Context: an optimization exercise on an open-source flow, tuned for small area and a short achievable clock period. The choices shown serve that exercise and are no tape-out recipe. Only simulation tests tie the RTL to the original design; equivalence was not proved. The flow treats the clock pin as an ideal source, which a real chip does not have.

`flow/flow/run.sh`:
```
#!/bin/bash
# Standard layout with two changes: the smallest buffer on each port, and
# useful clock skew between registers after clock tree synthesis (skew.tcl).
export BUFFER_PORTS_ARGS="-buffer_cell sky130_fd_sc_hd__buf_1"
export POST_CTS_TCL="$PWD/flow/skew.tcl"
export SKIP_CTS_REPAIR_TIMING=1
bash standard.sh > standard.log 2>&1
```
`flow/flow/skew.py`:
```
#!/usr/bin/env python3
"""Plan a later clock arrival for registers (useful skew).

usage: skew.py PATHS PERIOD

PATHS holds lines "kind from to slack" as skew.tcl writes them. A delay D[r]
(>= 0) on register r's clock changes a register-to-register path s->e by
D[s] - D[e]. The plan finds the smallest period T such that:
  setup   (PERIOD - slack) + D[s] - D[e] <= T      for register pairs
  hold    slack + D[s] - D[e] >= HOLD_MARGIN
  output  (PERIOD - slack) + D[s] <= T            (the skew may only hurt)
  input   (PERIOD - slack) <= T                   (no gain from the skew)
  D[r] <= DMAX
and prints, for each register that needs a delay, a chain of delay cells.
"""
import sys

DMAX = 1.2
HOLD_MARGIN = 0.2
# cells and the delay each adds in front of one register's clock pin (ns)
CELLS = [
    ('sky130_fd_sc_hd__clkbuf_1', 0.09, 3.75),
    ('sky130_fd_sc_hd__dlygate4sd1_1', 0.20, 8.76),
    ('sky130_fd_sc_hd__clkdlybuf4s50_1', 0.46, 10.01),
]

path_file, period = sys.argv[1], float(sys.argv[2])
setup, hold, outp, inp, inhold = {}, {}, {}, {}, {}
regs = set()
for line in open(path_file):
    f = line.split()
    if len(f) != 4:
        continue
    kind, s, e, sl = f[0], f[1], f[2], float(f[3])
    if kind == 'max':
        setup[(s, e)] = min(setup.get((s, e), 1e9), sl)
        regs.update((s, e))
    elif kind == 'min':
        hold[(s, e)] = min(hold.get((s, e), 1e9), sl)
        regs.update((s, e))
    elif kind == 'outmax':
        outp[s] = min(outp.get(s, 1e9), sl)
        regs.add(s)
    elif kind == 'inmax':
        inp[e] = min(inp.get(e, 1e9), sl)
        regs.add(e)
    elif kind == 'inmin':
        inhold[e] = min(inhold.get(e, 1e9), sl)
        regs.add(e)
regs = sorted(regs)
idx = {r: i + 1 for i, r in enumerate(regs)}


def solve(T):
    # difference constraints x[b] >= x[a] + w as edges (a, b, w); longest path
    edges = []
    for r in regs:
        ub = DMAX
        if r in inhold:
            ub = min(ub, max(0.0, inhold[r] - HOLD_MARGIN))
        if r in outp:
            ub = min(ub, T - (period - outp[r]))
        if ub < 0:
            return None
        edges.append((0, idx[r], 0.0))
        edges.append((idx[r], 0, -ub))
    for (s, e), sl in setup.items():
        d = period - sl
        if s == e:
            if d > T:
                return None
            continue
        edges.append((idx[s], idx[e], d - T))
    for (s, e), sl in hold.items():
        if s == e:
            continue
        # D[e] - D[s] <= sl - margin
        edges.append((idx[e], idx[s], -max(0.0, sl - HOLD_MARGIN)))
    for e, sl in inp.items():
        if period - sl > T:
            return None
    n = len(regs) + 1
    x = [0.0] + [-1e18] * (n - 1)
    for it in range(n + 1):
        changed = False
        for a, b, w in edges:
            if x[a] > -1e17 and x[a] + w > x[b] + 1e-9:
                x[b] = x[a] + w
                changed = True
        if not changed:
            return {r: x[idx[r]] for r in regs}
        if x[0] > 1e-9:
            return None
    return None


t0 = max([period - sl for sl in setup.values()] + [period - sl for sl in inp.values()]
         + [period - sl for sl in outp.values()])
lo, hi = 0.0, t0
if solve(hi) is None:
    print(f'# no skew plan (T0 {t0:.3f})')
    sys.exit(0)
for _ in range(40):
    m = (lo + hi) / 2
    if solve(m) is None:
        lo = m
    else:
        hi = m
T = hi
D = solve(T)
print(f'# period without skew {t0:.3f}, with skew {T:.3f}')


def chain(delta):
    # fewest-area chain of cells whose delay is closest to delta
    best = None
    for a in range(0, 4):
        for b in range(0, 4):
            for c in range(0, 4):
                if a + b + c == 0 or a + b + c > 4:
                    continue
                n = (a, b, c)
                d = sum(k * cell[1] for k, cell in zip(n, CELLS))
                area = sum(k * cell[2] for k, cell in zip(n, CELLS))
                cost = abs(d - delta) + 0.004 * area
                if best is None or cost < best[0]:
                    best = (cost, n)
    out = []
    for k, cell in zip(best[1], CELLS):
        out += [cell[0]] * k
    return out


for r in regs:
    d = D[r]
    if d < 0.06:
        continue
    print('delay', r, f'{d:.3f}', ' '.join(chain(d)))
```
`flow/flow/skew.tcl`:
```
# Useful clock skew between registers, run after clock tree synthesis
# (POST_CTS_TCL). It measures the worst setup and hold slack of every
# register-to-register path, and the worst slack of every path from an input
# and to an output, then asks skew.py for a later clock arrival for each
# register that shortens the period set by the register-to-register paths.
# Paths from the inputs and to the outputs get no gain from it: an input path
# must meet that period without the skew, and an output path must meet it with
# the skew. The delays are made by clock buffers put in front of the
# registers' clock pins.

set skew_dir [file dirname [file normalize [info script]]]
set work_dir [file dirname $skew_dir]
set_propagated_clock [all_clocks]
estimate_parasitics -placement

set regs [all_registers -cells]
set clkpin [dict create]
set dpin [dict create]
set cellof [dict create]
foreach r $regs {
  set n [get_full_name $r]
  dict set cellof $n $r
  foreach p [get_pins -of_objects $r] {
    set pn [get_property $p lib_pin_name]
    if { $pn == "CLK" } { dict set clkpin $n $p }
    if { $pn == "D" } { dict set dpin $n $p }
  }
}

set f [open $work_dir/skew_paths.txt w]
foreach r $regs {
  set n [get_full_name $r]
  set cp [dict get $clkpin $n]
  foreach {kind pd} {max max min min} {
    set paths [find_timing_paths -from $cp -path_delay $pd \
      -group_path_count 10000 -endpoint_path_count 1 -unique_paths_to_endpoint]
    foreach p $paths {
      set ep [get_property $p endpoint]
      set epn [get_full_name $ep]
      if { [get_property $ep direction] == "output" } {
        puts $f "out$kind $n - [get_property $p slack]"
      } else {
        set einst [get_full_name [get_cells -of_objects $ep]]
        puts $f "$kind $n $einst [get_property $p slack]"
      }
    }
  }
  set dp [dict get $dpin $n]
  foreach {kind pd} {inmax max inmin min} {
    set paths [find_timing_paths -from [all_inputs] -to $dp -path_delay $pd]
    foreach p $paths {
      puts $f "$kind - $n [get_property $p slack]"
    }
  }
}
close $f

set period [get_property [lindex [all_clocks] 0] period]
exec python3 $skew_dir/skew.py $work_dir/skew_paths.txt $period > $work_dir/skew_plan.txt
puts "skew plan:"
puts [exec cat $work_dir/skew_plan.txt]

set block [ord::get_db_block]
set nbuf 0
foreach line [split [exec cat $work_dir/skew_plan.txt] "\n"] {
  if { [llength $line] < 3 || [lindex $line 0] != "delay" } { continue }
  set n [lindex $line 1]
  set cells [lrange $line 3 end]
  set inst [sta::sta_to_db_inst [dict get $cellof $n]]
  set loc [$inst getLocation]
  foreach cell $cells {
    set p [dict get $clkpin $n]
    set net [get_nets -of_objects $p]
    insert_buffer -buffer_cell $cell -net $net -load_pins [list $p] \
      -location [list [ord::dbu_to_microns [lindex $loc 0]] \
        [ord::dbu_to_microns [lindex $loc 1]]] \
      -buffer_name skewbuf_$nbuf -net_name skewnet_$nbuf
    set bnet [$block findNet skewnet_$nbuf]
    if { $bnet ne "NULL" && $bnet ne "" } { $bnet setSigType CLOCK }
    incr nbuf
  }
}
puts "skew buffers inserted: $nbuf"

detailed_placement
check_placement -verbose
estimate_parasitics -placement
report_worst_slack -max
report_worst_slack -min
```
`flow/standard.sh`:
```
#!/bin/bash
# synth_recipe.tcl (not shown) runs the flow's synth.tcl, then flattens the netlist and writes it again
# the make line also repeats each setting of config.mk as NAME=value (left out here)
make -C /OpenROAD-flow-scripts/flow DESIGN_CONFIG=/design/flow/config.mk WORK_HOME=/design/flow/orfs CLKGATE_MAP_FILE= SYNTH_SCRIPT=/design/flow/synth_recipe.tcl "${@:-finish}"
```
`flow/config.mk`:
```
export PLATFORM = sky130hd
export DESIGN_NAME = prng
export DESIGN_NICKNAME = prng
export VERILOG_FILES = /design/flow/design.v
export SDC_FILE = /design/flow/constraint.sdc
export NUM_CORES = 4
export LEC_CHECK = 0
export CAP_MARGIN = 20
export CORE_MARGIN = 2
export CORE_UTILIZATION = 60
export SETUP_SLACK_MARGIN = 2.6
export SLEW_MARGIN = 20
export SYNTH_HIERARCHICAL = 1
```
`flow/constraint.sdc`:
```
create_clock -name core_clock -period 7.0 [get_ports {clk}]
set_input_delay 1.4000 -clock core_clock [delete_from_list [all_inputs] [get_ports {clk}]]
set_output_delay 1.4000 -clock core_clock [all_outputs]
set_load 0.01 [all_outputs]
```
`flow/design.v`:
```
module prng (
    input logic [31:0] seed,
    output logic [31:0] rand_num,
    input logic clk,
    input logic rst
);
    logic [31:0] state;
    wire [30:0] x = state[30:0];
    wire [30:0] xn = ~state[30:0];
    wire [30:0] nxt;
    wire s0; wire c0;
    assign s0 = 1'b1 ^ x[2] ^ xn[0];
    assign c0 = (1'b1 & x[2]) | (1'b1 & xn[0]) | (x[2] & xn[0]);
    wire s1; wire c1;
    assign s1 = 1'b1 ^ x[3] ^ xn[1];
    assign c1 = (1'b1 & x[3]) | (1'b1 & xn[1]) | (x[3] & xn[1]);
    wire s2; wire c2;
    fa u2 (.a(x[4]), .b(xn[2]), .c(xn[0]), .s(s2), .co(c2));
    wire s3; wire c3;
    fa u3 (.a(x[5]), .b(xn[3]), .c(xn[1]), .s(s3), .co(c3));
    wire s4; wire c4;
    assign s4 = 1'b0 ^ x[4] ^ x[2];
    assign c4 = (1'b0 & x[4]) | (1'b0 & x[2]) | (x[4] & x[2]);
    wire s5; wire c5;
    fa u5 (.a(x[6]), .b(c3), .c(~s4), .s(s5), .co(c5));
    wire s6; wire c6;
    fa u6 (.a(x[7]), .b(xn[5]), .c(xn[3]), .s(s6), .co(c6));
    wire s7; wire c7;
    fa u7 (.a(x[0]), .b(~c4), .c(s6), .s(s7), .co(c7));
    wire s8; wire c8;
    fa u8 (.a(x[8]), .b(xn[6]), .c(xn[4]), .s(s8), .co(c8));
    wire s9; wire c9;
    fa u9 (.a(x[1]), .b(c6), .c(s8), .s(s9), .co(c9));
    wire s10; wire c10;
    assign s10 = 1'b1 ^ x[9] ^ x[2];
    assign c10 = (1'b1 & x[9]) | (1'b1 & x[2]) | (x[9] & x[2]);
    wire s11; wire c11;
    fa u11 (.a(xn[7]), .b(xn[5]), .c(xn[0]), .s(s11), .co(c11));
    wire s12; wire c12;
    fa u12 (.a(c8), .b(s10), .c(s11), .s(s12), .co(c12));
    wire s13; wire c13;
    fa u13 (.a(xn[8]), .b(xn[6]), .c(xn[1]), .s(s13), .co(c13));
    wire s14; wire c14;
    fa u14 (.a(x[10]), .b(x[3]), .c(c10), .s(s14), .co(c14));
    wire s15; wire c15;
    fa u15 (.a(c11), .b(s13), .c(c12), .s(s15), .co(c15));
    wire s16; wire c16;
    fa u16 (.a(xn[9]), .b(xn[7]), .c(xn[2]), .s(s16), .co(c16));
    wire s17; wire c17;
    fa u17 (.a(x[11]), .b(x[4]), .c(c13), .s(s17), .co(c17));
    wire s18; wire c18;
    fa u18 (.a(s16), .b(c14), .c(s17), .s(s18), .co(c18));
    wire s19; wire c19;
    assign s19 = 1'b1 ^ x[12] ^ x[5];
    assign c19 = (1'b1 & x[12]) | (1'b1 & x[5]) | (x[12] & x[5]);
    wire s20; wire c20;
    fa u20 (.a(xn[10]), .b(xn[8]), .c(xn[3]), .s(s20), .co(c20));
    wire s21; wire c21;
    fa u21 (.a(x[0]), .b(c16), .c(s19), .s(s21), .co(c21));
    wire s22; wire c22;
    fa u22 (.a(s20), .b(c17), .c(s21), .s(s22), .co(c22));
    wire s23; wire c23;
    assign s23 = 1'b1 ^ x[13] ^ x[6];
    assign c23 = (1'b1 & x[13]) | (1'b1 & x[6]) | (x[13] & x[6]);
    wire s24; wire c24;
    fa u24 (.a(xn[11]), .b(xn[9]), .c(xn[4]), .s(s24), .co(c24));
    wire s25; wire c25;
    fa u25 (.a(x[1]), .b(c19), .c(c20), .s(s25), .co(c25));
    wire s26; wire c26;
    fa u26 (.a(s23), .b(s24), .c(c21), .s(s26), .co(c26));
    wire s27; wire c27;
    fa u27 (.a(s25), .b(c22), .c(s26), .s(s27), .co(c27));
    wire s28; wire c28;
    fa u28 (.a(x[14]), .b(x[7]), .c(x[2]), .s(s28), .co(c28));
    wire s29; wire c29;
    fa u29 (.a(xn[12]), .b(xn[10]), .c(xn[5]), .s(s29), .co(c29));
    wire s30; wire c30;
    fa u30 (.a(x[0]), .b(c23), .c(c24), .s(s30), .co(c30));
    wire s31; wire c31;
    fa u31 (.a(s28), .b(s29), .c(c25), .s(s31), .co(c31));
    wire s32; wire c32;
    fa u32 (.a(s30), .b(c26), .c(s31), .s(s32), .co(c32));
    wire s33; wire c33;
    fa u33 (.a(x[15]), .b(x[8]), .c(x[3]), .s(s33), .co(c33));
    wire s34; wire c34;
    fa u34 (.a(xn[13]), .b(xn[11]), .c(xn[6]), .s(s34), .co(c34));
    wire s35; wire c35;
    fa u35 (.a(x[1]), .b(c28), .c(c29), .s(s35), .co(c35));
    wire s36; wire c36;
    fa u36 (.a(s33), .b(s34), .c(c30), .s(s36), .co(c36));
    wire s37; wire c37;
    fa u37 (.a(s35), .b(c31), .c(s36), .s(s37), .co(c37));
    wire s38; wire c38;
    fa u38 (.a(x[16]), .b(x[9]), .c(x[4]), .s(s38), .co(c38));
    wire s39; wire c39;
    fa u39 (.a(xn[14]), .b(xn[12]), .c(xn[7]), .s(s39), .co(c39));
    wire s40; wire c40;
    fa u40 (.a(x[2]), .b(c33), .c(c34), .s(s40), .co(c40));
    wire s41; wire c41;
    fa u41 (.a(s38), .b(s39), .c(c35), .s(s41), .co(c41));
    wire s42; wire c42;
    fa u42 (.a(s40), .b(c36), .c(s41), .s(s42), .co(c42));
    wire s43; wire c43;
    assign s43 = 1'b1 ^ x[17] ^ x[10];
    assign c43 = (1'b1 & x[17]) | (1'b1 & x[10]) | (x[17] & x[10]);
    wire s44; wire c44;
    fa u44 (.a(xn[15]), .b(xn[13]), .c(xn[8]), .s(s44), .co(c44));
    wire s45; wire c45;
    fa u45 (.a(x[5]), .b(x[3]), .c(xn[0]), .s(s45), .co(c45));
    wire s46; wire c46;
    fa u46 (.a(c38), .b(c39), .c(s43), .s(s46), .co(c46));
    wire s47; wire c47;
    fa u47 (.a(s44), .b(s45), .c(c40), .s(s47), .co(c47));
    wire s48; wire c48;
    fa u48 (.a(s46), .b(c41), .c(s47), .s(s48), .co(c48));
    wire s49; wire c49;
    fa u49 (.a(x[18]), .b(x[11]), .c(x[6]), .s(s49), .co(c49));
    wire s50; wire c50;
    fa u50 (.a(xn[16]), .b(xn[14]), .c(xn[9]), .s(s50), .co(c50));
    wire s51; wire c51;
    fa u51 (.a(x[4]), .b(c43), .c(c44), .s(s51), .co(c51));
    wire s52; wire c52;
    fa u52 (.a(xn[1]), .b(c45), .c(s49), .s(s52), .co(c52));
    wire s53; wire c53;
    fa u53 (.a(s50), .b(c46), .c(s51), .s(s53), .co(c53));
    wire s54; wire c54;
    fa u54 (.a(s52), .b(c47), .c(s53), .s(s54), .co(c54));
    wire s55; wire c55;
    fa u55 (.a(x[19]), .b(x[12]), .c(x[7]), .s(s55), .co(c55));
    wire s56; wire c56;
    fa u56 (.a(xn[17]), .b(xn[15]), .c(xn[10]), .s(s56), .co(c56));
    wire s57; wire c57;
    fa u57 (.a(x[5]), .b(xn[2]), .c(x[0]), .s(s57), .co(c57));
    wire s58; wire c58;
    fa u58 (.a(c49), .b(c50), .c(s55), .s(s58), .co(c58));
    wire s59; wire c59;
    fa u59 (.a(s56), .b(s57), .c(c51), .s(s59), .co(c59));
    wire s60; wire c60;
    fa u60 (.a(c52), .b(s58), .c(c53), .s(s60), .co(c60));
    wire s61; wire c61;
    fa u61 (.a(s59), .b(c54), .c(s60), .s(s61), .co(c61));
    wire s62; wire c62;
    fa u62 (.a(x[20]), .b(x[13]), .c(x[8]), .s(s62), .co(c62));
    wire s63; wire c63;
    fa u63 (.a(xn[18]), .b(xn[16]), .c(xn[11]), .s(s63), .co(c63));
    wire s64; wire c64;
    fa u64 (.a(x[6]), .b(xn[3]), .c(x[1]), .s(s64), .co(c64));
    wire s65; wire c65;
    fa u65 (.a(c55), .b(c56), .c(c57), .s(s65), .co(c65));
    wire s66; wire c66;
    fa u66 (.a(s62), .b(s63), .c(s64), .s(s66), .co(c66));
    wire s67; wire c67;
    fa u67 (.a(c58), .b(s65), .c(s66), .s(s67), .co(c67));
    wire s68; wire c68;
    fa u68 (.a(c59), .b(s67), .c(c60), .s(s68), .co(c68));
    wire s69; wire c69;
    fa u69 (.a(x[21]), .b(x[14]), .c(x[9]), .s(s69), .co(c69));
    wire s70; wire c70;
    fa u70 (.a(xn[19]), .b(xn[17]), .c(xn[12]), .s(s70), .co(c70));
    wire s71; wire c71;
    fa u71 (.a(x[7]), .b(xn[4]), .c(x[2]), .s(s71), .co(c71));
    wire s72; wire c72;
    fa u72 (.a(c62), .b(c63), .c(c64), .s(s72), .co(c72));
    wire s73; wire c73;
    fa u73 (.a(s69), .b(s70), .c(s71), .s(s73), .co(c73));
    wire s74; wire c74;
    fa u74 (.a(c65), .b(c66), .c(s72), .s(s74), .co(c74));
    wire s75; wire c75;
    fa u75 (.a(s73), .b(c67), .c(s74), .s(s75), .co(c75));
    wire s76; wire c76;
    assign s76 = 1'b1 ^ x[22] ^ x[15];
    assign c76 = (1'b1 & x[22]) | (1'b1 & x[15]) | (x[22] & x[15]);
    wire s77; wire c77;
    fa u77 (.a(xn[20]), .b(xn[18]), .c(xn[13]), .s(s77), .co(c77));
    wire s78; wire c78;
    fa u78 (.a(x[10]), .b(x[8]), .c(x[3]), .s(s78), .co(c78));
    wire s79; wire c79;
    fa u79 (.a(xn[5]), .b(xn[0]), .c(c69), .s(s79), .co(c79));
    wire s80; wire c80;
    fa u80 (.a(c70), .b(c71), .c(s76), .s(s80), .co(c80));
    wire s81; wire c81;
    fa u81 (.a(s77), .b(s78), .c(c72), .s(s81), .co(c81));
    wire s82; wire c82;
    fa u82 (.a(c73), .b(s79), .c(s80), .s(s82), .co(c82));
    wire s83; wire c83;
    fa u83 (.a(c74), .b(s81), .c(s82), .s(s83), .co(c83));
    wire s84; wire c84;
    fa u84 (.a(x[23]), .b(x[16]), .c(x[11]), .s(s84), .co(c84));
    wire s85; wire c85;
    fa u85 (.a(xn[21]), .b(xn[19]), .c(xn[14]), .s(s85), .co(c85));
    wire s86; wire c86;
    fa u86 (.a(x[9]), .b(xn[6]), .c(x[4]), .s(s86), .co(c86));
    wire s87; wire c87;
    fa u87 (.a(xn[1]), .b(c76), .c(c77), .s(s87), .co(c87));
    wire s88; wire c88;
    fa u88 (.a(c78), .b(s84), .c(s85), .s(s88), .co(c88));
    wire s89; wire c89;
    fa u89 (.a(s86), .b(c79), .c(c80), .s(s89), .co(c89));
    wire s90; wire c90;
    fa u90 (.a(s87), .b(s88), .c(c81), .s(s90), .co(c90));
    wire s91; wire c91;
    fa u91 (.a(c82), .b(s89), .c(s90), .s(s91), .co(c91));
    wire s92; wire c92;
    fa u92 (.a(x[24]), .b(x[17]), .c(x[12]), .s(s92), .co(c92));
    wire s93; wire c93;
    fa u93 (.a(xn[22]), .b(xn[20]), .c(xn[15]), .s(s93), .co(c93));
    wire s94; wire c94;
    fa u94 (.a(x[10]), .b(xn[7]), .c(x[5]), .s(s94), .co(c94));
    wire s95; wire c95;
    fa u95 (.a(xn[2]), .b(c84), .c(c85), .s(s95), .co(c95));
    wire s96; wire c96;
    fa u96 (.a(c86), .b(s92), .c(s93), .s(s96), .co(c96));
    wire s97; wire c97;
    fa u97 (.a(s94), .b(c87), .c(c88), .s(s97), .co(c97));
    wire s98; wire c98;
    fa u98 (.a(s95), .b(s96), .c(c89), .s(s98), .co(c98));
    wire s99; wire c99;
    fa u99 (.a(s97), .b(c90), .c(s98), .s(s99), .co(c99));
    wire s100; wire c100;
    fa u100 (.a(x[25]), .b(x[18]), .c(x[13]), .s(s100), .co(c100));
    wire s101; wire c101;
    fa u101 (.a(xn[23]), .b(xn[21]), .c(xn[16]), .s(s101), .co(c101));
    wire s102; wire c102;
    fa u102 (.a(x[11]), .b(x[6]), .c(x[0]), .s(s102), .co(c102));
    wire s103; wire c103;
    fa u103 (.a(xn[8]), .b(xn[3]), .c(c92), .s(s103), .co(c103));
    wire s104; wire c104;
    fa u104 (.a(c93), .b(c94), .c(s100), .s(s104), .co(c104));
    wire s105; wire c105;
    fa u105 (.a(s101), .b(s102), .c(c95), .s(s105), .co(c105));
    wire s106; wire c106;
    fa u106 (.a(c96), .b(s103), .c(s104), .s(s106), .co(c106));
    wire s107; wire c107;
    fa u107 (.a(c97), .b(s105), .c(s106), .s(s107), .co(c107));
    wire s108; wire c108;
    fa u108 (.a(c98), .b(s107), .c(c99), .s(s108), .co(c108));
    wire s109; wire c109;
    fa u109 (.a(x[26]), .b(x[19]), .c(x[14]), .s(s109), .co(c109));
    wire s110; wire c110;
    fa u110 (.a(xn[24]), .b(xn[22]), .c(xn[17]), .s(s110), .co(c110));
    wire s111; wire c111;
    fa u111 (.a(x[12]), .b(x[7]), .c(x[1]), .s(s111), .co(c111));
    wire s112; wire c112;
    fa u112 (.a(xn[9]), .b(xn[4]), .c(c100), .s(s112), .co(c112));
    wire s113; wire c113;
    fa u113 (.a(c101), .b(c102), .c(s109), .s(s113), .co(c113));
    wire s114; wire c114;
    fa u114 (.a(s110), .b(s111), .c(c103), .s(s114), .co(c114));
    wire s115; wire c115;
    fa u115 (.a(c104), .b(s112), .c(s113), .s(s115), .co(c115));
    wire s116; wire c116;
    fa u116 (.a(c105), .b(s114), .c(c106), .s(s116), .co(c116));
    wire s117; wire c117;
    fa u117 (.a(s115), .b(c107), .c(s116), .s(s117), .co(c117));
    wire s118; wire c118;
    fa u118 (.a(x[27]), .b(x[20]), .c(x[15]), .s(s118), .co(c118));
    wire s119; wire c119;
    fa u119 (.a(xn[25]), .b(xn[23]), .c(xn[18]), .s(s119), .co(c119));
    wire s120; wire c120;
    fa u120 (.a(x[13]), .b(x[8]), .c(x[2]), .s(s120), .co(c120));
    wire s121; wire c121;
    fa u121 (.a(xn[10]), .b(xn[5]), .c(c109), .s(s121), .co(c121));
    wire s122; wire c122;
    fa u122 (.a(c110), .b(c111), .c(s118), .s(s122), .co(c122));
    wire s123; wire c123;
    fa u123 (.a(s119), .b(s120), .c(c112), .s(s123), .co(c123));
    wire s124; wire c124;
    fa u124 (.a(c113), .b(s121), .c(s122), .s(s124), .co(c124));
    wire s125; wire c125;
    fa u125 (.a(c114), .b(s123), .c(c115), .s(s125), .co(c125));
    wire s126; wire c126;
    fa u126 (.a(s124), .b(c116), .c(s125), .s(s126), .co(c126));
    wire s127; wire c127;
    fa u127 (.a(x[28]), .b(x[21]), .c(x[16]), .s(s127), .co(c127));
    wire s128; wire c128;
    fa u128 (.a(xn[26]), .b(xn[24]), .c(xn[19]), .s(s128), .co(c128));
    wire s129; wire c129;
    fa u129 (.a(x[14]), .b(x[9]), .c(x[3]), .s(s129), .co(c129));
    wire s130; wire c130;
    fa u130 (.a(xn[11]), .b(xn[6]), .c(c118), .s(s130), .co(c130));
    wire s131; wire c131;
    fa u131 (.a(c119), .b(c120), .c(s127), .s(s131), .co(c131));
    wire s132; wire c132;
    fa u132 (.a(s128), .b(s129), .c(c121), .s(s132), .co(c132));
    wire s133; wire c133;
    fa u133 (.a(c122), .b(s130), .c(s131), .s(s133), .co(c133));
    wire s134; wire c134;
    fa u134 (.a(c123), .b(s132), .c(c124), .s(s134), .co(c134));
    wire s135; wire c135;
    fa u135 (.a(s133), .b(c125), .c(s134), .s(s135), .co(c135));
    wire s136; wire c136;
    fa u136 (.a(x[29]), .b(x[22]), .c(x[17]), .s(s136), .co(c136));
    wire s137; wire c137;
    fa u137 (.a(xn[27]), .b(xn[25]), .c(xn[20]), .s(s137), .co(c137));
    wire s138; wire c138;
    fa u138 (.a(x[15]), .b(x[10]), .c(x[4]), .s(s138), .co(c138));
    wire s139; wire c139;
    fa u139 (.a(xn[12]), .b(xn[7]), .c(c127), .s(s139), .co(c139));
    wire s140; wire c140;
    fa u140 (.a(c128), .b(c129), .c(s136), .s(s140), .co(c140));
    wire s141; wire c141;
    fa u141 (.a(s137), .b(s138), .c(c130), .s(s141), .co(c141));
    wire s142; wire c142;
    fa u142 (.a(c131), .b(s139), .c(s140), .s(s142), .co(c142));
    wire s143; wire c143;
    fa u143 (.a(c132), .b(s141), .c(c133), .s(s143), .co(c143));
    wire s144; wire c144;
    fa u144 (.a(s142), .b(c134), .c(s143), .s(s144), .co(c144));
    wire s145;
    assign s145 = x[30] ^ x[23] ^ x[18];
    wire s146;
    assign s146 = x[28] ^ x[26] ^ x[21];
    wire s147;
    assign s147 = x[16] ^ x[11] ^ x[5];
    wire s148;
    assign s148 = xn[13] ^ xn[8] ^ x[0];
    wire s149;
    assign s149 = c136 ^ c137 ^ c138;
    wire s150;
    assign s150 = s145 ^ ~s146 ^ s147;
    wire s151;
    assign s151 = s148 ^ c139 ^ c140;
    wire s152;
    assign s152 = s149 ^ s150 ^ c141;
    wire s153;
    assign s153 = c142 ^ s151 ^ s152;
    wire s154;
    assign s154 = c143 ^ s153 ^ c144;
    wire [30:0] ra, rb;
    assign ra[0] = x[0];
    assign rb[0] = 1'b1;
    assign ra[1] = x[1];
    assign rb[1] = 1'b0;
    assign ra[2] = s0;
    assign rb[2] = 1'b0;
    assign ra[3] = c0;
    assign rb[3] = s1;
    assign ra[4] = c1;
    assign rb[4] = s2;
    assign ra[5] = c2;
    assign rb[5] = s3;
    assign ra[6] = s5;
    assign rb[6] = 1'b0;
    assign ra[7] = c5;
    assign rb[7] = s7;
    assign ra[8] = c7;
    assign rb[8] = s9;
    assign ra[9] = c9;
    assign rb[9] = s12;
    assign ra[10] = s14;
    assign rb[10] = s15;
    assign ra[11] = c15;
    assign rb[11] = s18;
    assign ra[12] = c18;
    assign rb[12] = s22;
    assign ra[13] = s27;
    assign rb[13] = 1'b0;
    assign ra[14] = c27;
    assign rb[14] = s32;
    assign ra[15] = c32;
    assign rb[15] = s37;
    assign ra[16] = c37;
    assign rb[16] = s42;
    assign ra[17] = c42;
    assign rb[17] = s48;
    assign ra[18] = c48;
    assign rb[18] = s54;
    assign ra[19] = s61;
    assign rb[19] = 1'b0;
    assign ra[20] = c61;
    assign rb[20] = s68;
    assign ra[21] = c68;
    assign rb[21] = s75;
    assign ra[22] = c75;
    assign rb[22] = s83;
    assign ra[23] = c83;
    assign rb[23] = s91;
    assign ra[24] = c91;
    assign rb[24] = s99;
    assign ra[25] = s108;
    assign rb[25] = 1'b0;
    assign ra[26] = c108;
    assign rb[26] = s117;
    assign ra[27] = c117;
    assign rb[27] = s126;
    assign ra[28] = c126;
    assign rb[28] = s135;
    assign ra[29] = c135;
    assign rb[29] = s144;
    assign ra[30] = s154;
    assign rb[30] = 1'b0;
    wire [30:0] g0 = ra & rb;
    wire [30:0] p0 = ra ^ rb;
    wire gg1 = g0[1] | (p0[1] & g0[0]);
    wire gg2 = g0[2] | (p0[2] & gg1);
    wire gg3 = g0[3] | (p0[3] & g0[2]);
    wire pp3 = p0[3] & p0[2];
    wire gg4 = gg3 | (pp3 & gg1);
    wire gg5 = g0[4] | (p0[4] & g0[3]);
    wire pp5 = p0[4] & p0[3];
    wire gg6 = gg5 | (pp5 & gg2);
    wire gg7 = g0[5] | (p0[5] & g0[4]);
    wire pp7 = p0[5] & p0[4];
    wire gg8 = gg7 | (pp7 & g0[3]);
    wire pp8 = pp7 & p0[3];
    wire gg9 = gg8 | (pp8 & gg2);
    wire gg10 = g0[6] | (p0[6] & gg9);
    wire gg11 = g0[7] | (p0[7] & g0[6]);
    wire pp11 = p0[7] & p0[6];
    wire gg12 = gg11 | (pp11 & gg9);
    wire gg13 = g0[8] | (p0[8] & g0[7]);
    wire pp13 = p0[8] & p0[7];
    wire gg14 = gg13 | (pp13 & gg10);
    wire gg15 = g0[9] | (p0[9] & g0[8]);
    wire pp15 = p0[9] & p0[8];
    wire gg16 = gg15 | (pp15 & gg11);
    wire pp16 = pp15 & pp11;
    wire gg17 = gg16 | (pp16 & gg9);
    wire gg18 = g0[10] | (p0[10] & gg15);
    wire pp18 = p0[10] & pp15;
    wire gg19 = gg18 | (pp18 & gg12);
    wire gg20 = g0[11] | (p0[11] & g0[10]);
    wire pp20 = p0[11] & p0[10];
    wire gg21 = gg20 | (pp20 & gg17);
    wire gg22 = g0[12] | (p0[12] & gg20);
    wire pp22 = p0[12] & pp20;
    wire gg23 = gg22 | (pp22 & gg17);
    wire gg24 = g0[13] | (p0[13] & gg23);
    wire gg25 = g0[14] | (p0[14] & g0[13]);
    wire pp25 = p0[14] & p0[13];
    wire gg26 = gg25 | (pp25 & gg23);
    wire gg27 = g0[15] | (p0[15] & g0[14]);
    wire pp27 = p0[15] & p0[14];
    wire gg28 = gg27 | (pp27 & g0[13]);
    wire pp28 = pp27 & p0[13];
    wire gg29 = gg28 | (pp28 & gg23);
    wire gg30 = g0[16] | (p0[16] & g0[15]);
    wire pp30 = p0[16] & p0[15];
    wire gg31 = gg30 | (pp30 & g0[14]);
    wire pp31 = pp30 & p0[14];
    wire gg32 = gg31 | (pp31 & gg24);
    wire gg33 = g0[17] | (p0[17] & g0[16]);
    wire pp33 = p0[17] & p0[16];
    wire gg34 = gg33 | (pp33 & gg27);
    wire pp34 = pp33 & pp27;
    wire gg35 = gg34 | (pp34 & gg24);
    wire gg36 = g0[18] | (p0[18] & g0[17]);
    wire pp36 = p0[18] & p0[17];
    wire gg37 = gg36 | (pp36 & gg30);
    wire pp37 = pp36 & pp30;
    wire gg38 = gg37 | (pp37 & gg26);
    wire gg39 = g0[18] | (p0[18] & gg33);
    wire pp39 = p0[18] & pp33;
    wire gg40 = g0[19] | (p0[19] & gg39);
    wire pp40 = p0[19] & pp39;
    wire gg41 = gg40 | (pp40 & gg29);
    wire gg42 = g0[20] | (p0[20] & g0[19]);
    wire pp42 = p0[20] & p0[19];
    wire gg43 = gg42 | (pp42 & gg38);
    wire gg44 = g0[21] | (p0[21] & g0[20]);
    wire pp44 = p0[21] & p0[20];
    wire gg45 = gg44 | (pp44 & g0[19]);
    wire pp45 = pp44 & p0[19];
    wire gg46 = gg45 | (pp45 & gg38);
    wire gg47 = g0[22] | (p0[22] & g0[21]);
    wire pp47 = p0[22] & p0[21];
    wire gg48 = gg47 | (pp47 & gg42);
    wire pp48 = pp47 & pp42;
    wire gg49 = gg48 | (pp48 & gg38);
    wire gg50 = g0[23] | (p0[23] & g0[22]);
    wire pp50 = p0[23] & p0[22];
    wire gg51 = gg50 | (pp50 & gg44);
    wire pp51 = pp50 & pp44;
    wire gg52 = gg51 | (pp51 & gg41);
    wire gg53 = g0[24] | (p0[24] & g0[23]);
    wire pp53 = p0[24] & p0[23];
    wire gg54 = gg53 | (pp53 & gg47);
    wire pp54 = pp53 & pp47;
    wire gg55 = gg54 | (pp54 & gg43);
    wire gg56 = g0[24] | (p0[24] & gg50);
    wire pp56 = p0[24] & pp50;
    wire gg57 = g0[25] | (p0[25] & gg56);
    wire pp57 = p0[25] & pp56;
    wire gg58 = gg57 | (pp57 & gg46);
    wire gg59 = g0[26] | (p0[26] & g0[25]);
    wire pp59 = p0[26] & p0[25];
    wire gg60 = gg59 | (pp59 & gg55);
    wire gg61 = g0[27] | (p0[27] & g0[26]);
    wire pp61 = p0[27] & p0[26];
    wire gg62 = gg61 | (pp61 & g0[25]);
    wire pp62 = pp61 & p0[25];
    wire gg63 = gg62 | (pp62 & gg55);
    wire gg64 = g0[28] | (p0[28] & g0[27]);
    wire pp64 = p0[28] & p0[27];
    wire gg65 = gg64 | (pp64 & g0[26]);
    wire pp65 = pp64 & p0[26];
    wire gg66 = gg65 | (pp65 & g0[25]);
    wire pp66 = pp65 & p0[25];
    wire gg67 = gg66 | (pp66 & gg55);
    wire gg68 = g0[29] | (p0[29] & g0[28]);
    wire pp68 = p0[29] & p0[28];
    wire gg69 = gg68 | (pp68 & g0[27]);
    wire pp69 = pp68 & p0[27];
    wire gg70 = gg69 | (pp69 & gg59);
    wire pp70 = pp69 & pp59;
    wire gg71 = gg70 | (pp70 & gg55);
    wire gg72 = g0[30] | (p0[30] & gg69);
    wire pp72 = p0[30] & pp69;
    wire gg73 = gg72 | (pp72 & gg60);
    assign nxt[0] = p0[0];
    assign nxt[1] = p0[1] ^ g0[0];
    assign nxt[2] = p0[2] ^ gg1;
    assign nxt[3] = p0[3] ^ gg2;
    assign nxt[4] = p0[4] ^ gg4;
    assign nxt[5] = p0[5] ^ gg6;
    assign nxt[6] = p0[6] ^ gg9;
    assign nxt[7] = p0[7] ^ gg10;
    assign nxt[8] = p0[8] ^ gg12;
    assign nxt[9] = p0[9] ^ gg14;
    assign nxt[10] = p0[10] ^ gg17;
    assign nxt[11] = p0[11] ^ gg19;
    assign nxt[12] = p0[12] ^ gg21;
    assign nxt[13] = p0[13] ^ gg23;
    assign nxt[14] = p0[14] ^ gg24;
    assign nxt[15] = p0[15] ^ gg26;
    assign nxt[16] = p0[16] ^ gg29;
    assign nxt[17] = p0[17] ^ gg32;
    assign nxt[18] = p0[18] ^ gg35;
    assign nxt[19] = p0[19] ^ gg38;
    assign nxt[20] = p0[20] ^ gg41;
    assign nxt[21] = p0[21] ^ gg43;
    assign nxt[22] = p0[22] ^ gg46;
    assign nxt[23] = p0[23] ^ gg49;
    assign nxt[24] = p0[24] ^ gg52;
    assign nxt[25] = p0[25] ^ gg55;
    assign nxt[26] = p0[26] ^ gg58;
    assign nxt[27] = p0[27] ^ gg60;
    assign nxt[28] = p0[28] ^ gg63;
    assign nxt[29] = p0[29] ^ gg67;
    assign nxt[30] = p0[30] ^ gg71;
    always_ff @(posedge clk) begin
        if (rst) begin
            state <= seed;
        end else begin
            state <= {1'b0, nxt};
        end
        rand_num <= state;
    end
endmodule
module fa (
    input  logic a,
    input  logic b,
    input  logic c,
    output logic s,
    output logic co
);
    assign s = a ^ b ^ c;
    assign co = (a & b) | (a & c) | (b & c);
endmodule
```
==> results of run 1 <==
## metrics by stage
step	cells	setup slack, ps	cell area (um^2)
after floorplan	466	2720	5870
after global placement	657	1970	6260
after detailed placement	657	1940	6260
after global routing	703	2570	6740
final	703	2760	6740
## modules after synthesis (local to each module, per instance)
| module | times used | flops+latches |
|---|---|---|
| prng | 1 | 64 |
| fa | 137 | 0 |
## cell families (layout without fill, tap and decap cells)
family,count (synthesis),in the layout,synth area share
muxes,4,4,0.00767
buffers and inverters,55,159,0.0358
DFF,64,64,0.218
xor gates and xnor gates,33,33,0.0547
AOI/OAI and AO/OA,81,81,0.0933
adders and majority gates,172,172,0.541
and+or+nand+nor,57,57,0.0490
## registers in the layout, summed over array words and instances (netlist names)
| register | flops |
|---|---|
| rand_num | 32 |
| state | 32 |
## placed cells by master (no fill, tap or decap), types with 15 or more instances in the layout
master,Yosys,final
xnor2_1,24,24
ha_1,35,35
inv_1,48,48
nand2_1,29,29
buf_1,0,64
o21ai_0,16,16
clkdlybuf4s50_1,0,15
a21oi_1,16,16
dfxtp_1,64,50
fa_1,137,137
## final cells by class, clock buffers not listed
type	count	area [um^2]	area share
clock inverters	2	60.1	0.00892
inverters	48	180	0.0268
multi-input cells	347	4380	0.651
flip-flops and latches	64	1300	0.193
well taps	133	166	0.0247
repair buffers	66	253	0.0375
## worst max path at each step
stage                              endpoint  slack, ps  cells past startpoint
after global routing      state[20]$_DFF_P_       2570                     12
final                     state[30]$_DFF_P_       2760                     12
after floorplan           state[30]$_DFF_P_       2720                     13
after global placement    state[18]$_DFF_P_       1970                     17
after detailed placement  state[18]$_DFF_P_       1940                     17
## tightest hold or removal path, stage by stage
cell	delay, ps
buf_1	60
nand2_1	40
o31ai_1	50
## routing by layer
metal	vias up	share of wire
met3	35	0.088
met4	0	0.032
met5	-	0
li1	1732	-
met1	1909	0.44
met2	172	0.44
==> key figures, run 1 <==
Routing
  • WL/cell: 19.9 um
  • DRC: 0
  • Via count: 3848
  • Post-DRT Antenna Nets: 0
  • Vias/cell: 5.47
  • First drt pass iteration count: 5
  • Initial drt markers: 184
  • Final wirelength: 14000 um

Critical path
  • Reg2Reg Depth: 12
  • Crit-path most repeated cell: fa_1
  • RR Startpoint: state[27]$_DFF_P_
  • Critical Path Start: state[27]$_DFF_P_
  • Arrival @ worst endpoint: 5540 ps
  • RR Endpoint: state[30]$_DFF_P_
  • Critical Path RT: 8300 ps
  • CP Cell Sequence: fa_1 -> fa_1 -> fa_1 -> fa_1 -> fa_1 -> xor2_1 -> xnor2_1 -> xnor2_1 -> xnor3_2 -> or4_1 -> o211ai_2 -> nor3_2
  • WS Path Type: register to register
  • Worst path bufs/invs: 0
  • R2R Setup Slk: 2760 ps
  • Largest fanout on the critical path: 4
  • Critical Path Start Type: register
  • Crit-path slowest cell: fa_1
  • Worst Setup End Kind: register
  • Largest stage delay, worst path: 570 ps
  • CP top delay family: adder cells

Die
  • Die height: 103 um
  • I/O pins: 66
  • Num rows: 36
  • Core area: 0.00964 mm^2
  • Chip width: 103 um
  • Die ar.: 0.0106 mm^2
  • Initial Util: 0.609

Timing
  • Final Cycle Share: 0.606
  • Final Max Slew Viols: 0
  • Actual slew at the worst max-slew pin: 977 ps
  • Hold_ws: 190 ps
  • Fmax: 236 MHz
  • Slew Limit Headroom: 0.348
  • Final setup vio count: 0
  • Crit path time final: 4240 ps
  • RSZ-0062 raised after global routing: true
  • Fin Setup TNS: 0 ps
  • Final Hold Fails: 0
  • Clk_skew: 1070 ps

Global route
  • Vias in the first global route: 4149
  • Total Routing Usage GR: 0.305
  • Largest net degree at the start of global routing: 62
  • Global-route wire length before repair: 22600 um
  • Global route hottest layer: met1
  • Antenna violations before repair: 0
  • GRT overflow: 0
  • Grt met2 use: 0.432
  • Met1 Usage GRT: 0.435
  • GR Util met3: 0.0902

Yosys
  • Synthesized area: 0.00587 mm^2
  • Synth cell types: 45
  • Post-synthesis sequential area ratio: 0.218
  • Most frequent cells after synthesis: fa_1, dfxtp_1, inv_1
  • Cell taking the most area after synthesis: fa_1
  • Share of synthesized registers carrying an async set or reset: 0
  • Cells after Synth: 466
  • Net Count, Synth: 672
  • Flops & latches, synth: 64
  • Most frequent cell after synthesis: fa_1
  • Yosys Warn Count: 7
  • Yosys top cell area share: 0.467
  • Number of flops mapped to enable cells by yosys: 0
  • Top post-synthesis cells by area: fa_1, dfxtp_1, ha_1
  • Post-Syn Area per Cell: 12.6 um^2
  • Ys flop type: dfxtp_1

Hold path
  • Worst min path class: input pin to register
  • Hold Crit Start: seed[29]
  • Min-Delay Path Depth: 3
  • Endpoint, Worst Hold: state[29]$_DFF_P_

Layout
  • Util after Layout: 0.699
  • Nets@finish: 771
  • Final-layout fill cell count: 738
  • Area Overhead vs Synth: 14.7%
  • Ant diodes: 0
  • Share of cells above drive strength 1: 0.0754

Placed design
  • Post-DP HPWL: 11400 um
  • I/O Buffers: 65
  • Gp weighted congestion: 0.966

CTS
  • CTS tree: done
  • CTS sink count: 64
  • Clock transition at the registers of the reported paths: 60 ps
  • Insertion delay to the later sink of the worst-skew pair: 1410 ps

Flow run
  • Max cap viols: 0

Status
  • Outcome: complete, no violations
==> run 2: changes to the inputs <==
--- a/flow/config.mk
+++ b/flow/config.mk
@@ -10,3 +10,3 @@
 export CORE_UTILIZATION = 60
-export SETUP_SLACK_MARGIN = 2.6
+export SETUP_SLACK_MARGIN = 3.0
 export SLEW_MARGIN = 20
==> run 2 against run 1 <==
Register-to-register slack better by 230 ps. Die area unchanged. Final cell count grew 2.7%. Critical path depth stayed put. Cell area up 3.7%. Sequential share of layout area fell by 0.26 points. Sequential cell count stayed put. Clock skew up 80 ps. Synthesized cell count is the same. Via count increased by 1.9%. Critical endpoint is now state[25]$_DFF_P_.
==> key figures, run 2 <==
Yosys
  • Post-Syn Area per Cell: 12.6 um^2 (unchanged)
  • Yosys Warn Count: 7 (unchanged)
  • Top post-synthesis cells by area: fa_1, dfxtp_1, ha_1
  • Ys flop type: dfxtp_1
  • Synth cell types: 45 (unchanged)
  • Most frequent cells after synthesis: fa_1, dfxtp_1, inv_1
  • Net Count, Synth: 672 (unchanged)
  • Share of synthesized registers carrying an async set or reset: 0 (unchanged)
  • Cell taking the most area after synthesis: fa_1
  • Cells after Synth: 466 (unchanged)
  • Flops & latches, synth: 64 (unchanged)
  • Yosys top cell area share: 0.467 (unchanged)
  • Post-synthesis sequential area ratio: 0.218 (unchanged)
  • Number of flops mapped to enable cells by yosys: 0 (unchanged)
  • Most frequent cell after synthesis: fa_1
  • Synthesized area: 0.00587 mm^2 (unchanged)

Routing
  • Vias/cell: 5.43 (-0.73%)
  • Post-DRT Antenna Nets: 0 (unchanged)
  • WL/cell: 20.1 um (+1.3%)
  • Initial drt markers: 197 (+7.1%)
  • Via count: 3923 (+1.9%)
  • First drt pass iteration count: 5 (unchanged)
  • DRC: 0 (unchanged)
  • Final wirelength: 14500 um (+4.0%)

Placed design
  • Dpl ws: 2300 ps (+360 ps)
  • Post-DP HPWL: 11800 um (+3.4%)
  • Gp weighted congestion: 0.960 (-0.56%)
  • I/O Buffers: 65 (unchanged)

Global route
  • Global-route wire length before repair: 22500 um (-0.24%)
  • Largest net degree at the start of global routing: 62 (unchanged)
  • Antenna violations before repair: 0 (unchanged)
  • Total Routing Usage GR: 0.306 (+0.00104)
  • GRT overflow: 0 (unchanged)
  • Vias in the first global route: 4155 (+0.14%)

Critical path
  • R2R Setup Slk: 2990 ps (+230 ps)
  • Arrival @ worst endpoint: 5020 ps (-520 ps)
  • Critical Path RT: 8000 ps (-300 ps)
  • RR Startpoint: state[18]$_DFF_P_
  • Largest fanout on the critical path: 5 (+1)
  • Worst Setup End Kind: register
  • WS Path Type: register to register
  • Critical Path Start Type: register
  • Critical Path Start: state[18]$_DFF_P_

Layout
  • Largest regs: rand_num x32, state x32
  • Util after Layout: 0.724 (+0.0257)
  • Ant diodes: 0 (unchanged)
  • Final-layout fill cell count: 716 (-3.0%)
  • Share of cells above drive strength 1: 0.173 (+0.0977)
  • Nets@finish: 792 (+2.7%)
  • Most common cell after layout, fill and taps aside: fa_1
  • Area Overhead vs Synth: 18.9%
  • Most frequent cells in the layout: fa_1, buf_1, dfxtp_1, inv_1, ha_1

CTS
  • Clock transition at the registers of the reported paths: 60 ps (about the same)
  • CTS tree: done
  • CTS sink count: 64 (unchanged)
  • Insertion delay to the later sink of the worst-skew pair: 1490 ps (+80 ps)

Timing
  • Crit path time final: 4010 ps (-231 ps)
  • Fin Setup TNS: 0 ps (unchanged)
  • Actual slew at the worst max-slew pin: 562 ps (-415 ps)
  • Final setup vio count: 0 (unchanged)
  • RSZ-0062 raised after global routing: true
  • Final Hold Fails: 0 (unchanged)
  • Final Cycle Share: 0.573 (-0.0330)
  • Slew Limit Headroom: 0.625 (+0.277)
  • Worst Slack Setup Final: 2990 ps (+231 ps)
  • Clk_skew: 1150 ps (+79.9 ps)
  • Final Max Slew Viols: 0 (unchanged)
  • Fmax: 249 MHz (+5.8%)

Hold path
  • Worst min path class: input pin to register
  • Hold Crit Start: seed[29]

Status
  • Outcome: complete, no violations

Die
  • Num rows: 36 (unchanged)
  • Initial Util: 0.609 (unchanged)
  • Core area: 0.00964 mm^2 (unchanged)
  • Die ar.: 0.0106 mm^2 (unchanged)
  • Chip width: 103 um (unchanged)
  • Die height: 103 um (unchanged)
  • I/O pins: 66 (unchanged)

Flow run
  • Max cap viols: 0 (unchanged)
==> run 2: cell types whose count changed in the layout (fill, tap and decap cells not counted), sizes merged <==
cell and change:
buf +12, clkinv +1, bufinv -2, clkbuf +5, clkinvlp +1, dlygate4sd1 +2
inv -1, clkdlybuf4s50 +1
==> run 2: stage by stage <==
stage | instance area [um^2] | std cells | hold WS, ps
after detailed placement | 6300 | 658 | 348
after global routing | 6980 | 722 | 166
after global placement | 6300 | 658 | 316
after floorplan | 5910 | 466 | 310
final | 6980 | 722 | 180
==> run 2: final cells by class, clock buffers not listed <==
cell class                 count  area [um^2]  area share
timing repair buffer          79          350      0.0502
inverter                      48          186      0.0267
sequential                    64         1330       0.191
tap                          133          166      0.0238
multi-input combinational    347         4520       0.647
clock inverter                 1         5.00    0.000717
==> run 2: worst paths after layout <==
| kind | endpoint | cells after the start |
|---|---|---|
| max | state[25]$_DFF_P_ | 12 |
| min | state[29]$_DFF_P_ | 3 |
| max reg2reg | state[25]$_DFF_P_ | 12 |
| min reg2reg | state[30]$_DFF_P_ | 6 |
==> run 2: cells by family after synthesis <==
family          count (synthesis)  synth area share
fa+ha+maj                     172             0.541
compound gates                 81            0.0933
flops                          64             0.218
simple gates                   57            0.0490
buf+inv                        55            0.0358
xor+xnor                       33            0.0547
mux                             4           0.00767
==> run 2: modules after synthesis, one instance, submodules excluded <==
module  flops+latches  cells  times used  cell area (um^2)
prng               64    329           1              3130
fa                  0      1         137              20.0
==> run 2: critical path, stage by stage (launching register included) <==
cell        delay [ps]
dfxtp_4            400
clkinvlp_4         140
fa_2               380
fa_2               370
fa_2               350
fa_1               580
fa_1               470
ha_4               310
nand4_1            190
a211oi_4           300
buf_4              170
nor3_1              40
o31ai_1            290
==> run 2: layer usage <==
metal  vias up  routed length (um)  global-route usage  part of all wire
met5         -                   0                   0                 0
met4         0                 279               0.117             0.019
met3        21                1370               0.116             0.094
met2       168                6740               0.439              0.46
met1      1962                6140               0.427              0.42
li1       1772                   -                   -                 -
==> run 3: changes to the inputs <==
--- a/flow/config.mk
+++ b/flow/config.mk
@@ -10,3 +10,3 @@
 export CORE_UTILIZATION = 60
-export SETUP_SLACK_MARGIN = 3.0
+export SETUP_SLACK_MARGIN = 3.4
 export SLEW_MARGIN = 20
==> run 3 against run 2 <==
Still clean on timing, DRC and antenna. Clock skew rose by 18 ps. Routed wire length increased by 8.6%. Via count increased by 5.6%. Hold slack worse by 14 ps. Critical endpoint is now state[22]$_DFF_P_. Highest routed layer unchanged.
==> key figures, run 3 <==
Die
  • I/O pins: 66 (unchanged)
  • Die ar.: 0.0106 mm^2 (unchanged)
  • Chip width: 103 um (unchanged)
  • Initial Util: 0.609 (unchanged)
  • Core area: 0.00964 mm^2 (unchanged)
  • Die height: 103 um (unchanged)
  • Num rows: 36 (unchanged)

Timing
  • Fmax: 265 MHz (+6.4%)
  • Final setup vio count: 0 (unchanged)
  • RSZ-0062 raised after global routing: true
  • Crit path time final: 3770 ps (-240 ps)
  • Fin Setup TNS: 0 ps (unchanged)
  • Actual slew at the worst max-slew pin: 545 ps (-17.2 ps)
  • Final Cycle Share: 0.539 (-0.0344)
  • Worst Slack Setup Final: 3230 ps (+240 ps)
  • Slew Limit Headroom: 0.637 (+0.0115)
  • Clk_skew: 1160 ps (+17.8 ps)
  • Final Max Slew Viols: 0 (unchanged)
  • Final Hold Fails: 0 (unchanged)
  • Hold_ws: 166 ps (-14.4 ps)

Yosys
  • Number of flops mapped to enable cells by yosys: 0 (unchanged)
  • Post-synthesis sequential area ratio: 0.218 (unchanged)
  • Flops & latches, synth: 64 (unchanged)
  • Net Count, Synth: 672 (unchanged)
  • Cells after Synth: 466 (unchanged)
  • Cell taking the most area after synthesis: fa_1
  • Top post-synthesis cells by area: fa_1, dfxtp_1, ha_1
  • Most frequent cell after synthesis: fa_1
  • Yosys Warn Count: 7 (unchanged)
  • Synth cell types: 45 (unchanged)
  • Ys flop type: dfxtp_1
  • Post-Syn Area per Cell: 12.6 um^2 (unchanged)
  • Share of synthesized registers carrying an async set or reset: 0 (unchanged)
  • Most frequent cells after synthesis: fa_1, dfxtp_1, inv_1
  • Synthesized area: 0.00587 mm^2 (unchanged)
  • Yosys top cell area share: 0.467 (unchanged)

Routing
  • Via count: 4142 (+5.6%)
  • Vias/cell: 5.47 (+0.70%)
  • Initial drt markers: 254 (+29%)
  • Post-DRT Antenna Nets: 0 (unchanged)
  • DRC: 0 (unchanged)
  • WL/cell: 20.9 um (+3.6%)
  • Final wirelength: 15800 um (+8.6%)
  • First drt pass iteration count: 4 (-1)

Hold path
  • Worst min path class: input pin to register
  • Min-Delay Path Depth: 3 (unchanged)
  • Hold Crit Start: seed[30]
  • Endpoint, Worst Hold: state[30]$_DFF_P_

Layout
  • Most frequent cells in the layout: fa_1, buf_1, buf_4, dfxtp_1, nand2_1
  • Largest regs: rand_num x32, state x32
  • Nets@finish: 825 (+4.2%)
  • Util after Layout: 0.786 (+0.0615)
  • Area Overhead vs Synth: 29.0%
  • Final instance area: 0.00758 mm^2 (+8.5%)
  • Most common cell after layout, fill and taps aside: fa_1
  • Fin cells: 757 (+4.8%)
  • Share of cells above drive strength 1: 0.308 (+0.135)
  • Ant diodes: 0 (unchanged)

Status
  • Outcome: complete, no violations

Global route
  • Vias in the first global route: 4177 (+0.53%)
  • Global-route wire length before repair: 23200 um (+3.1%)
  • GRT overflow: 0 (unchanged)
  • Total Routing Usage GR: 0.320 (+0.0140)
  • Antenna violations before repair: 0 (unchanged)
  • Largest net degree at the start of global routing: 62 (unchanged)

Critical path
  • Critical Path Start Type: register
  • WS Path Type: register to register
  • Reg2Reg Depth: 12 (unchanged)
  • Critical Path RT: 7550 ps (-450 ps)
  • R2R Setup Slk: 3230 ps (+240 ps)
  • Largest fanout on the critical path: 4 (-1)
  • Arrival @ worst endpoint: 4320 ps (-700 ps)
  • RR Endpoint: state[22]$_DFF_P_
  • Worst Setup End Kind: register
  • RR Startpoint: state[15]$_DFF_P_

CTS
  • Clock transition at the registers of the reported paths: 70 ps (about the same)
  • CTS sink count: 64 (unchanged)
  • CTS tree: done
  • Insertion delay to the later sink of the worst-skew pair: 1530 ps (+40 ps)

Placed design
  • Post-DP Area: 0.00656 mm^2 (+4.1%)
  • Dpl ws: 2680 ps (+377 ps)
  • Post-DP HPWL: 12400 um (+5.2%)
  • Gp weighted congestion: 1.01 (+4.8%)
  • Placed cells: 658 (unchanged)
  • I/O Buffers: 65 (unchanged)

Flow run
  • Max cap viols: 0 (unchanged)
[run 3: area by class of cell, clock buffers not listed]
cell class / count / area (um^2)
multi-input cells: 347 / 4760
fillers: 623 / 2060
flip-flops and latches: 64 / 1370
repair buffers: 120 / 671
inverters: 48 / 220
well taps: 133 / 166
clock inverters: 6 / 66.3
[run 3: how the worst max path moves through the flow]
stage                           start                 to  slack [ps]  cells past startpoint
finish              state[15]$_DFF_P_  state[22]$_DFF_P_        3230                     12
floorplan           state[23]$_DFF_P_  state[30]$_DFF_P_        3120                     13
global placement    state[16]$_DFF_P_  state[30]$_DFF_P_        2720                     12
detailed placement  state[13]$_DFF_P_  state[30]$_DFF_P_        2680                     13
global route        state[15]$_DFF_P_  state[20]$_DFF_P_        3090                     12
[run 3: logic make-up after synthesis]
logic type / Yosys count / synth area share
compound gates: 81 / 0.0933
xor+xnor: 33 / 0.0547
mux: 4 / 0.00767
simple gates: 57 / 0.0490
buf+inv: 55 / 0.0358
fa+ha+maj: 172 / 0.541
flops: 64 / 0.218
[run 3: Yosys stat by module (local to each module, per instance)]
module | cells inside | cell area, um^2 | copies in the design | flops+latches
prng | 329 | 3130 | 1 | 64
fa | 1 | 20.0 | 137 | 0
[run 3: critical path: stages (launching register included)]
cell and delay [ps]:
dfxtp_4 420, inv_6 60, fa_2 390, fa_1 550, fa_2 460, fa_2 580
ha_4 220, a21oi_4 160, o21ai_4 100, nor3b_4 310, a21oi_2 130, o31a_1 300
o31ai_1 260
[run 3: layer usage]
metal	share of wire	routed length [um]	vias to the layer above	GRT usage
met5	0	0	-	0
met4	0.035	550	0	0.152
met3	0.089	1410	41	0.112
met2	0.48	7550	188	0.469
met1	0.40	6270	2067	0.430
li1	-	-	1846	-
==> run 4: changes to the inputs <==
--- a/flow/config.mk
+++ b/flow/config.mk
@@ -10,3 +10,3 @@
 export CORE_UTILIZATION = 60
-export SETUP_SLACK_MARGIN = 3.4
+export SETUP_SLACK_MARGIN = 3.8
 export SLEW_MARGIN = 20
==> run 4 against run 3 <==
Maximum frequency is 0.37% lower. Synthesized area did not move. Register-to-register slack about the same. Synthesized cell count did not move. Global-route usage up 0.72 points. Via count increased by 0.75%. Clock skew decreased by 6.7 ps. Hold slack improved by 19 ps. Routed wire length up 4.0%. Setup slack got worse by 14 ps. Critical endpoint is now state[26]$_DFF_P_. Largest cell class unchanged. Highest routed layer unchanged.
==> key figures, run 4 <==
Yosys
  • Post-Syn Area per Cell: 12.6 um^2 (unchanged)
  • Synth cell types: 45 (unchanged)
  • Post-synthesis sequential area ratio: 0.218 (unchanged)
  • Net Count, Synth: 672 (unchanged)
  • Yosys top cell area share: 0.467 (unchanged)
  • Top post-synthesis cells by area: fa_1, dfxtp_1, ha_1
  • Yosys Warn Count: 7 (unchanged)
  • Share of synthesized registers carrying an async set or reset: 0 (unchanged)
  • Most frequent cell after synthesis: fa_1
  • Flops & latches, synth: 64 (unchanged)
  • Most frequent cells after synthesis: fa_1, dfxtp_1, inv_1
  • Number of flops mapped to enable cells by yosys: 0 (unchanged)
  • Cell taking the most area after synthesis: fa_1
  • Synthesized area: 0.00587 mm^2 (unchanged)
  • Cells after Synth: 466 (unchanged)
  • Ys flop type: dfxtp_1

Timing
  • Worst Slack Setup Final: 3220 ps (-14.1 ps)
  • Final Hold Fails: 0 (unchanged)
  • Actual slew at the worst max-slew pin: 870 ps (+325 ps)
  • Fmax: 264 MHz (-0.37%)
  • Clk_skew: 1160 ps (-6.66 ps)
  • RSZ-0062 raised after global routing: true
  • Crit path time final: 3780 ps (+14.1 ps)
  • Final Max Slew Viols: 0 (unchanged)
  • Final setup vio count: 0 (unchanged)
  • Slew Limit Headroom: 0.415 (-0.222)
  • Final Cycle Share: 0.541 (+0.00201)
  • Fin Setup TNS: 0 ps (unchanged)
  • Hold_ws: 185 ps (+18.9 ps)

Layout
  • Util after Layout: 0.790 (+0.00428)
  • Ant diodes: 0 (unchanged)
  • Most common cell after layout, fill and taps aside: fa_1
  • Final-layout fill cell count: 593 (-4.8%)
  • Largest regs: rand_num x32, state x32
  • Area Overhead vs Synth: 29.7%
  • Sequential Area: 0.00137 mm^2 (-0.18%)
  • Multi-input logic area: 0.00479 mm^2 (+0.74%)
  • Nets@finish: 826 (+0.12%)
  • Most frequent cells in the layout: fa_1, buf_1, buf_4, dfxtp_1, fa_2
  • Share of cells above drive strength 1: 0.304 (-0.00369)

Routing
  • Met2 wire len: 8080 um (+7.0%)
  • Vias/cell: 5.51 (+0.62%)
  • WL/cell: 21.7 um (+3.8%)
  • Initial drt markers: 168 (-34%)
  • Routed met1 length: 6470 um (+3.1%)
  • First drt pass iteration count: 5 (+1)
  • Post-DRT Antenna Nets: 0 (unchanged)
  • Uppermost layer routed: met4
  • Via count: 4173 (+0.75%)
  • DRC: 0 (unchanged)
  • DR WL met3: 1370 um (-2.9%)
  • Final wirelength: 16400 um (+4.0%)

Status
  • Outcome: complete, no violations

Critical path
  • Largest stage delay, worst path: 580 ps (about the same)
  • Crit-path most repeated cell: fa_1
  • CP Cell Sequence: fa_1 -> fa_1 -> fa_1 -> fa_2 -> ha_4 -> nand4_1 -> a211oi_4 -> o21a_1 -> xnor2_1 -> o21ai_1
  • WS Path Type: register to register
  • Critical Path Start Type: register
  • CP top delay family: adder cells
  • Worst Setup End Kind: register
  • Arrival @ worst endpoint: 4730 ps (+410 ps)
  • Largest fanout on the critical path: 5 (+1)
  • Crit-path slowest cell: fa_1
  • Critical Path RT: 7950 ps (+400 ps)
  • Worst path bufs/invs: 0 (-1)

Global route
  • Antenna violations before repair: 1 (+1)
  • Global-route wire length before repair: 23800 um (+2.4%)
  • GRT overflow: 0 (unchanged)
  • Total Routing Usage GR: 0.327 (+0.00720)
  • Vias in the first global route: 4356 (+4.3%)
  • Largest net degree at the start of global routing: 62 (unchanged)

Flow run
  • Max cap viols: 0 (unchanged)

CTS
  • Clock transition at the registers of the reported paths: 60 ps (about the same)
  • Insertion delay to the later sink of the worst-skew pair: 1520 ps (about the same)
  • CTS tree: done
  • CTS sink count: 64 (unchanged)

Placed design
  • Dpl ws: 2710 ps (+37.1 ps)
  • Gp weighted congestion: 0.994 (-1.3%)
  • I/O Buffers: 65 (unchanged)
  • Post-DP HPWL: 12900 um (+4.0%)

Die
  • Die height: 103 um (unchanged)
  • Chip width: 103 um (unchanged)
  • Die ar.: 0.0106 mm^2 (unchanged)
  • Initial Util: 0.609 (unchanged)
  • I/O pins: 66 (unchanged)
  • Num rows: 36 (unchanged)
  • Core area: 0.00964 mm^2 (unchanged)

Hold path
  • Worst min path class: input pin to register
## run 4: cell counts after synthesis
Identical to the previous run, type by type.
## run 4: cell families (layout without fill, tap and decap cells)
kind of cell | count (synthesis) | in the layout | synth area share
buffers and inverters | 55 | 214 | 0.0358
xor gates and xnor gates | 33 | 33 | 0.0547
DFF | 64 | 64 | 0.218
muxes | 4 | 4 | 0.00767
and+or+nand+nor | 57 | 57 | 0.0490
AOI/OAI and AO/OA | 81 | 81 | 0.0933
adders and majority gates | 172 | 172 | 0.541
## run 4: modules after synthesis (local to each module, per instance)
module / times used / cells inside / cell area (um^2) / flip-flops and latches
fa: 137 / 1 / 20.0 / 0
prng: 1 / 329 / 3130 / 64
## run 4: path summary, 6_finish.rpt
path | start | endpoint | slack [ps] | cells past startpoint
max | state[23]$_DFF_P_ | state[26]$_DFF_P_ | 3220 | 10
min | seed[29] | state[29]$_DFF_P_ | 180 | 3
max reg2reg | state[23]$_DFF_P_ | state[26]$_DFF_P_ | 3220 | 10
min reg2reg | state[13]$_DFF_P_ | state[30]$_DFF_P_ | 190 | 7
## run 4: area by class of cell, clock buffers not listed
class                   instances  share of cell area
well taps                     133              0.0218
repair buffers                113              0.0795
inverters                      48              0.0292
clock inverters                 1            0.000657
multi-input cells             347               0.629
flip-flops and latches         64               0.179
## run 4: through the flow
step,cell area [um^2],instances
after floorplan,6200,466
after global placement,6590,658
after detailed placement,6590,658
after global routing,7620,758
final,7620,758
## run 4: tightest hold or removal path: stages
cell and delay (ps):
buf_1 70, nand2_1 40, o31ai_1 50
## run 4: layer usage
layer / vias up / global-route usage
li1: 1845 / -
met1: 2120 / 0.421
met2: 177 / 0.496
met3: 31 / 0.136
met4: 0 / 0.133
met5: - / 0

## what the ideal ports hide
How much do the figures lean on ideal ports? The routed layouts below were timed once more, with nothing changed but the port constraints. Step 1: set_driving_cell puts a clkbuf_16 on clk and a buf_2 on each other input, an assumption about the parent block. Step 2, shift: input delay + t, output delay - t, t = (earliest + latest rising clock arrival at the registers) / 2. This alone moves slack from input paths to output paths. Three values: ideal, step 1, step 2; two values: the first two.
run | shift t [ns] | setup WS [ns] | hold WS [ns] | clock arrival spread, ns | worst data-port slew with drivers (ns)
run 1 | 0.919 | 2.758 / 2.758 / 2.758 | 0.190 / 0.173 / 0.250 | 1.066 / 1.065 | 0.03
run 2 | 0.952 | 2.989 / 2.989 / 2.989 | 0.180 / 0.168 / 0.259 | 1.149 / 1.149 | 0.04
run 3 | 0.981 | 3.230 / 3.230 / 3.230 | 0.166 / 0.153 / 0.264 | 1.164 / 1.163 | 0.04
run 4 | 0.970 | 3.216 / 3.216 / 3.216 | 0.185 / 0.174 / 0.189 | 1.157 / 1.157 | 0.04
In every run listed the clock reaches the registers at very different times; t lies between them, and the last value is a rough guide only.
